Context: an optimization exercise on an open-source flow, tuned for small area, a short achievable clock period and few clock cycles. The choices shown serve that exercise and are no tape-out recipe. At most, simulation tests tie the RTL to the original design; equivalence was not proved. No driver is modelled on the clock port, so clocking that relies on it looks cheaper here than on a real chip.

// conv_yt
module conv_yt(
input             rst,
input             clk,
output            M0_R_req,
output     [31:0] M0_addr,
input      [31:0] M0_R_data,
output     [3:0]  M0_W_req,
output     [31:0] M0_W_data,
output            M1_R_req,
output     [31:0] M1_addr,
input      [31:0] M1_R_data,
output reg [3:0]  M1_W_req,
output     [31:0] M1_W_data,
input             start,
output reg        finish
);
localparam [2:0] S_IDLE = 3'd0, S_LOAD = 3'd1, S_PIX = 3'd2, S_WAIT = 3'd3, S_RLD = 3'd4;
function [9:0] waddr;
    input [3:0] k;
    case (k)
        4'd0: waddr = 10'd787;
        4'd1: waddr = 10'd790;
        4'd2: waddr = 10'd784;
        4'd3: waddr = 10'd788;
        4'd4: waddr = 10'd791;
        4'd5: waddr = 10'd785;
        4'd6: waddr = 10'd789;
        4'd7: waddr = 10'd792;
        4'd8: waddr = 10'd786;
        4'd9: waddr = 10'd793;
        default: waddr = 10'd0;
    endcase
endfunction
function [9:0] raddr_rl;
    input [3:0] n;
    case (n)
        4'd0: raddr_rl = 10'd790;
        4'd1: raddr_rl = 10'd784;
        4'd2: raddr_rl = 10'd787;
        4'd3: raddr_rl = 10'd791;
        4'd4: raddr_rl = 10'd785;
        4'd5: raddr_rl = 10'd788;
        4'd6: raddr_rl = 10'd792;
        4'd7: raddr_rl = 10'd786;
        default: raddr_rl = 10'd789;
    endcase
endfunction
reg  [2:0]  st;
reg  [3:0]  k;           
reg  [9:0]  raddr;       
reg  [9:0]  cbase;       
reg  [1:0]  ri;          
reg         pc;          
reg         rph;         
reg         rhi;         
reg  [4:0]  x;           
reg         nar;         
reg         wx;          
  ...
==> flow/config.mk <==
export PLATFORM = sky130hd
export DESIGN_NAME = conv_yt
export DESIGN_NICKNAME = conv_yt
export VERILOG_FILES = /design/flow/design.v
export SDC_FILE = /design/flow/constraint.sdc
export NUM_CORES = 4
export LEC_CHECK = 0
export ABC_AREA = 1
export CAP_MARGIN = 20
export CORE_MARGIN = 2
export CORE_UTILIZATION = 40
export SLEW_MARGIN = 70
==> flow/constraint.sdc <==
create_clock -name core_clock -period 26.0 [get_ports {clk}]
set_input_delay 5.2000 -clock core_clock [delete_from_list [all_inputs] [get_ports {clk}]]
set_output_delay 5.2000 -clock core_clock [all_outputs]
set_load 0.01 [all_outputs]
standard.sh (not shown) runs the stock make flow with config.mk's settings and CLKGATE_MAP_FILE= SYNTH_SCRIPT=/design/flow/synth_recipe.tcl, a recipe that flattens the netlist after the stock synthesis.
==> flow/flow/run.sh <==
#!/bin/bash
# The standard layout (standard.sh) with two additions, both hooks of the
# ORFS scripts:
#  - flow/ports.tcl, before the placement's resizing step: the buffers that
#    buffer_ports puts on the ports become buf_4 instead of the default delay
#    buffer;
#  - flow/post_cts.tcl, after clock tree synthesis: setup repair aimed at a
#    shorter clock period than the design's (the constraints are unchanged).
set -euo pipefail
here=$(pwd)
export PRE_RESIZE_TCL="$here/flow/ports.tcl"
export POST_CTS_TCL="$here/flow/post_cts.tcl"
export FLOW_TARGET_NS=6.4
bash standard.sh > "$here/standard_make.log" 2>&1
==> flow/flow/ports.tcl <==
# Port buffers: the buffers buffer_ports put on every input and output, as a
# stronger, faster buffer than the default delay cell.
set n 0
foreach inst [[ord::get_db_block] getInsts] {
  set name [$inst getName]
  if {[regexp {^(input|output)[0-9]+$} $name] && [[$inst getMaster] getName] eq "sky130_fd_sc_hd__clkdlybuf4s50_1"} {
    replace_cell $name sky130_fd_sc_hd__buf_4
    incr n
  }
}
puts "ports.tcl: replaced $n port buffers"
==> flow/flow/post_cts.tcl <==
set target $::env(FLOW_TARGET_NS)
set margin [expr {$::env(FLOW_PERIOD_NS) - $target}]
puts "post_cts.tcl: repair_timing -setup_margin $margin (target $target ns)"
estimate_parasitics -placement
repair_timing -setup -setup_margin $margin -verbose
detailed_placement
check_placement -verbose
estimate_parasitics -placement
report_worst_slack -max
Next try:
--- a/flow/design.v
+++ b/flow/design.v
@@ -229,30 +229,27 @@
     end
     if (dld_v && dld_b) bias <= M0_R_data;
     if (st == S_IDLE && start_r) nar <= 1'b1;
     else if (dld_v && dld_i && !dld_b) nar <= nar & w_narrow;
 end
 function [20:0] xsel;
     input        v;
     input        split;
     input        hi;
     input [31:0] p;
     xsel = ~v ? 21'd0 : (hi ? {{9{p[31]}}, p[31:20]} : {p[20] & ~split, p[19:0]});
 endfunction
-reg  [20:0] px0, px1n, px2;      
+reg  [20:0] px;
 always @(posedge clk) begin
-    px0  <= xsel(d_v, wx, d_xh, M0_R_data);
-    px1n <= ~xsel(d_v, wx, d_xh, M0_R_data);
-    if (~rst) px2 <= 21'd0;
-    else      px2 <= xsel(d_v, wx, d_xh, M0_R_data);
+    px    <= xsel(d_v, wx, d_xh, M0_R_data);
     m_al  <= d_al;
     m_aln <= ~d_al;
 end
 function [47:0] arow;
     input [1:0]  al;
     input [31:0] a;
     case (al)
         2'd0:    arow = {a, 16'b0};
         2'd1:    arow = {20'b0, a[31:4]};
         default: arow = {40'b0, a[31:24]};
     endcase
 endfunction
@@ -268,27 +265,27 @@
 endfunction
 reg  [31:0] acc0, acc1, acc2;
 reg         pend;        
 reg         sh;          
 reg         wr_r;
 reg         fin_r;
 reg  [9:0]  widx;
 wire        pend_n = (m_v & m_col) | (pend & ~m_v) | (dld_v & dld_i) | hit;
 wire [31:0] ain0 = sh ? bias : acc0;
 wire [31:0] ain1 = sh ? acc0 : acc1;
 wire [31:0] ain2 = sh ? acc1 : acc2;
 wire [47:0] t0, t1, t2;
-mac21 u0(.x(px0),   .neg(s0[0][9:0]), .one(s0[0][19:10]), .two(s0[0][29:20]), .a(arow(m_al, ain0)), .rnd(m_aln == 2'd3), .s(t0));
-mac21 u1(.x(~px1n), .neg(s0[1][9:0]), .one(s0[1][19:10]), .two(s0[1][29:20]), .a(arow(m_al, ain1)), .rnd(m_aln == 2'd3), .s(t1));
-mac21 u2(.x(px2),   .neg(s0[2][9:0]), .one(s0[2][19:10]), .two(s0[2][29:20]), .a(arow(m_al, ain2)), .rnd(m_aln == 2'd3), .s(t2));
+mac21 u0(.x(px),    .neg(s0[0][9:0]), .one(s0[0][19:10]), .two(s0[0][29:20]), .a(arow(m_al, ain0)), .rnd(m_aln == 2'd3), .s(t0));
+mac21 u1(.x(px),    .neg(s0[1][9:0]), .one(s0[1][19:10]), .two(s0[1][29:20]), .a(arow(m_al, ain1)), .rnd(m_aln == 2'd3), .s(t1));
+mac21 u2(.x(px),    .neg(s0[2][9:0]), .one(s0[2][19:10]), .two(s0[2][29:20]), .a(arow(m_al, ain2)), .rnd(m_aln == 2'd3), .s(t2));
 wire [31:0] r0 = res(m_aln, t0, ain0);
 wire [31:0] r1 = res(m_aln, t1, ain1);
 wire [31:0] r2 = res(m_aln, t2, ain2);
 always @(posedge clk) begin
     if (~rst) begin
         m_v   <= 1'b0;
         wr_r  <= 1'b0;
         fin_r <= 1'b0;
     end else begin
         m_v   <= d_v & ~hit;
         wr_r  <= m_v & m_col & m_wr & ~hit;
         fin_r <= m_v & m_last & ~hit;
After rerunning:
- setup slack loses 0.018 ns
- worst hold slack gets worse by 0.0041 ns
- area after synthesis goes down by 2.1%
- wire length hardly moves
- final area shrinks by 1.9%
- utilization rose by 0.27 points
- non-clock buffer count shrinks by 29
- first-iteration DRC count went up by 5.0%
- final cell count falls by 2.2%
Testbench counts after the change, summed over its fixed seeds: cycles 52,752.
For the first run of this note, only the layout was checked, not whether the RTL still works.

---

lane 1:
Another version of the RTL of conv_yt (not shown whole).
For scale: about 6,500 cells after synthesis, about 480 flip-flops, ~210 I/O pins, about 0.054 sq mm of cells after synthesis.
==> flow/config.mk <==
export PLATFORM = sky130hd
export DESIGN_NAME = conv_yt
export DESIGN_NICKNAME = conv_yt
export VERILOG_FILES = /design/flow/design.v
export SDC_FILE = /design/flow/constraint.sdc
export NUM_CORES = 4
export LEC_CHECK = 0
export ABC_AREA = 1
export CAP_MARGIN = 20
export CORE_MARGIN = 2
export CORE_UTILIZATION = 40
export SLEW_MARGIN = 70
==> flow/constraint.sdc <==
create_clock -name core_clock -period 26.0 [get_ports {clk}]
set_input_delay 5.2000 -clock core_clock [delete_from_list [all_inputs] [get_ports {clk}]]
set_output_delay 5.2000 -clock core_clock [all_outputs]
set_load 0.01 [all_outputs]
Scripts as last shown in full above: flow/flow/run.sh, flow/flow/ports.tcl, flow/flow/post_cts.tcl
Lane 1: all stages complete, timing, DRC and antenna checks passed
Setup changes, lane 1 to lane 2
diff --git a/flow/design.v b/flow/design.v
--- a/flow/design.v
+++ b/flow/design.v
@@ -229,30 +229,27 @@
     end
     if (dld_v && dld_b) bias <= M0_R_data;
     if (st == S_IDLE && start_r) nar <= 1'b1;
     else if (dld_v && dld_i && !dld_b) nar <= nar & w_narrow;
 end
 function [20:0] xsel;
     input        v;
     input        split;
     input        hi;
     input [31:0] p;
     xsel = ~v ? 21'd0 : (hi ? {{9{p[31]}}, p[31:20]} : {p[20] & ~split, p[19:0]});
 endfunction
-reg  [20:0] px0, px1n, px2;      
+reg  [20:0] px;
 always @(posedge clk) begin
-    px0  <= xsel(d_v, wx, d_xh, M0_R_data);
-    px1n <= ~xsel(d_v, wx, d_xh, M0_R_data);
-    if (~rst) px2 <= 21'd0;
-    else      px2 <= xsel(d_v, wx, d_xh, M0_R_data);
+    px    <= xsel(d_v, wx, d_xh, M0_R_data);
     m_al  <= d_al;
     m_aln <= ~d_al;
 end
 function [47:0] arow;
     input [1:0]  al;
     input [31:0] a;
     case (al)
         2'd0:    arow = {a, 16'b0};
         2'd1:    arow = {20'b0, a[31:4]};
         default: arow = {40'b0, a[31:24]};
     endcase
 endfunction
@@ -268,27 +265,27 @@
 endfunction
 reg  [31:0] acc0, acc1, acc2;
 reg         pend;        
 reg         sh;          
 reg         wr_r;
 reg         fin_r;
 reg  [9:0]  widx;
 wire        pend_n = (m_v & m_col) | (pend & ~m_v) | (dld_v & dld_i) | hit;
 wire [31:0] ain0 = sh ? bias : acc0;
 wire [31:0] ain1 = sh ? acc0 : acc1;
 wire [31:0] ain2 = sh ? acc1 : acc2;
 wire [47:0] t0, t1, t2;
-mac21 u0(.x(px0),   .neg(s0[0][9:0]), .one(s0[0][19:10]), .two(s0[0][29:20]), .a(arow(m_al, ain0)), .rnd(m_aln == 2'd3), .s(t0));
-mac21 u1(.x(~px1n), .neg(s0[1][9:0]), .one(s0[1][19:10]), .two(s0[1][29:20]), .a(arow(m_al, ain1)), .rnd(m_aln == 2'd3), .s(t1));
-mac21 u2(.x(px2),   .neg(s0[2][9:0]), .one(s0[2][19:10]), .two(s0[2][29:20]), .a(arow(m_al, ain2)), .rnd(m_aln == 2'd3), .s(t2));
+mac21 u0(.x(px),    .neg(s0[0][9:0]), .one(s0[0][19:10]), .two(s0[0][29:20]), .a(arow(m_al, ain0)), .rnd(m_aln == 2'd3), .s(t0));
+mac21 u1(.x(px),    .neg(s0[1][9:0]), .one(s0[1][19:10]), .two(s0[1][29:20]), .a(arow(m_al, ain1)), .rnd(m_aln == 2'd3), .s(t1));
+mac21 u2(.x(px),    .neg(s0[2][9:0]), .one(s0[2][19:10]), .two(s0[2][29:20]), .a(arow(m_al, ain2)), .rnd(m_aln == 2'd3), .s(t2));
 wire [31:0] r0 = res(m_aln, t0, ain0);
 wire [31:0] r1 = res(m_aln, t1, ain1);
 wire [31:0] r2 = res(m_aln, t2, ain2);
 always @(posedge clk) begin
     if (~rst) begin
         m_v   <= 1'b0;
         wr_r  <= 1'b0;
         fin_r <= 1'b0;
     end else begin
         m_v   <= d_v & ~hit;
         wr_r  <= m_v & m_col & m_wr & ~hit;
         fin_r <= m_v & m_last & ~hit;
--- outcome ---
Lane 2 closes out successfully: all stages finished, all timing, DRC and antenna checks passed. Lane 1 has a lower maximum single-stage delay on the critical path than lane 2. The higher core utilization came out of lane 2. Lane 2 vs lane 1 on non-filler instance count after layout: lane 2 is the lower one. Between lane 1 and lane 2, the critical path depth is lower for lane 2. Compared with lane 1, in lane 2 number of flip-flops and latches decreased about 9%, core region area dropped 1.6%, peak fanout along the critical path lost 2.
No run of this note included a check of the RTL's function; only the layout flow was run.

==> re-timing with driven ports <==
In the flow no input, the clock included, has a driving cell. The finished layouts below were timed again as built, in two steps. Step 1 assumes that a clkbuf_16 drives the clock port and a buf_2 every other input. Step 2 times the ports against the registers' clock, not the clock port: input delays grow and output delays shrink by t, the midpoint of the rising clock arrivals with the driver on. a / b / c = no drivers / after step 1 / after step 2; a / b = the first two.
run | shift t [ns] | setup slack, ns | worst hold slack (ns) | worst slew at a driven data input, ns | pins driven straight from the clock port
the first run of note 1 | 0.695 | 19.408 / 19.408 / 19.393 | 0.303 / 0.303 / 0.303 | 0.07 | 1
the second run of note 1 | 0.702 | 19.390 / 19.390 / 19.318 | 0.299 / 0.299 / 0.299 | 0.23 | 1
lane 1 | 0.685 | 19.423 / 19.423 / 19.124 | 0.283 / 0.283 / 0.283 | 0.08 | 1
lane 2 | 0.697 | 19.348 / 19.348 / 19.348 | 0.313 / 0.313 / 0.313 | 0.10 | 1
After both steps every run listed still meets setup and hold. For lane 1, which loses most, drivers alone change the setup slack by 0.000 ns; drivers and shift together by -0.299 ns.
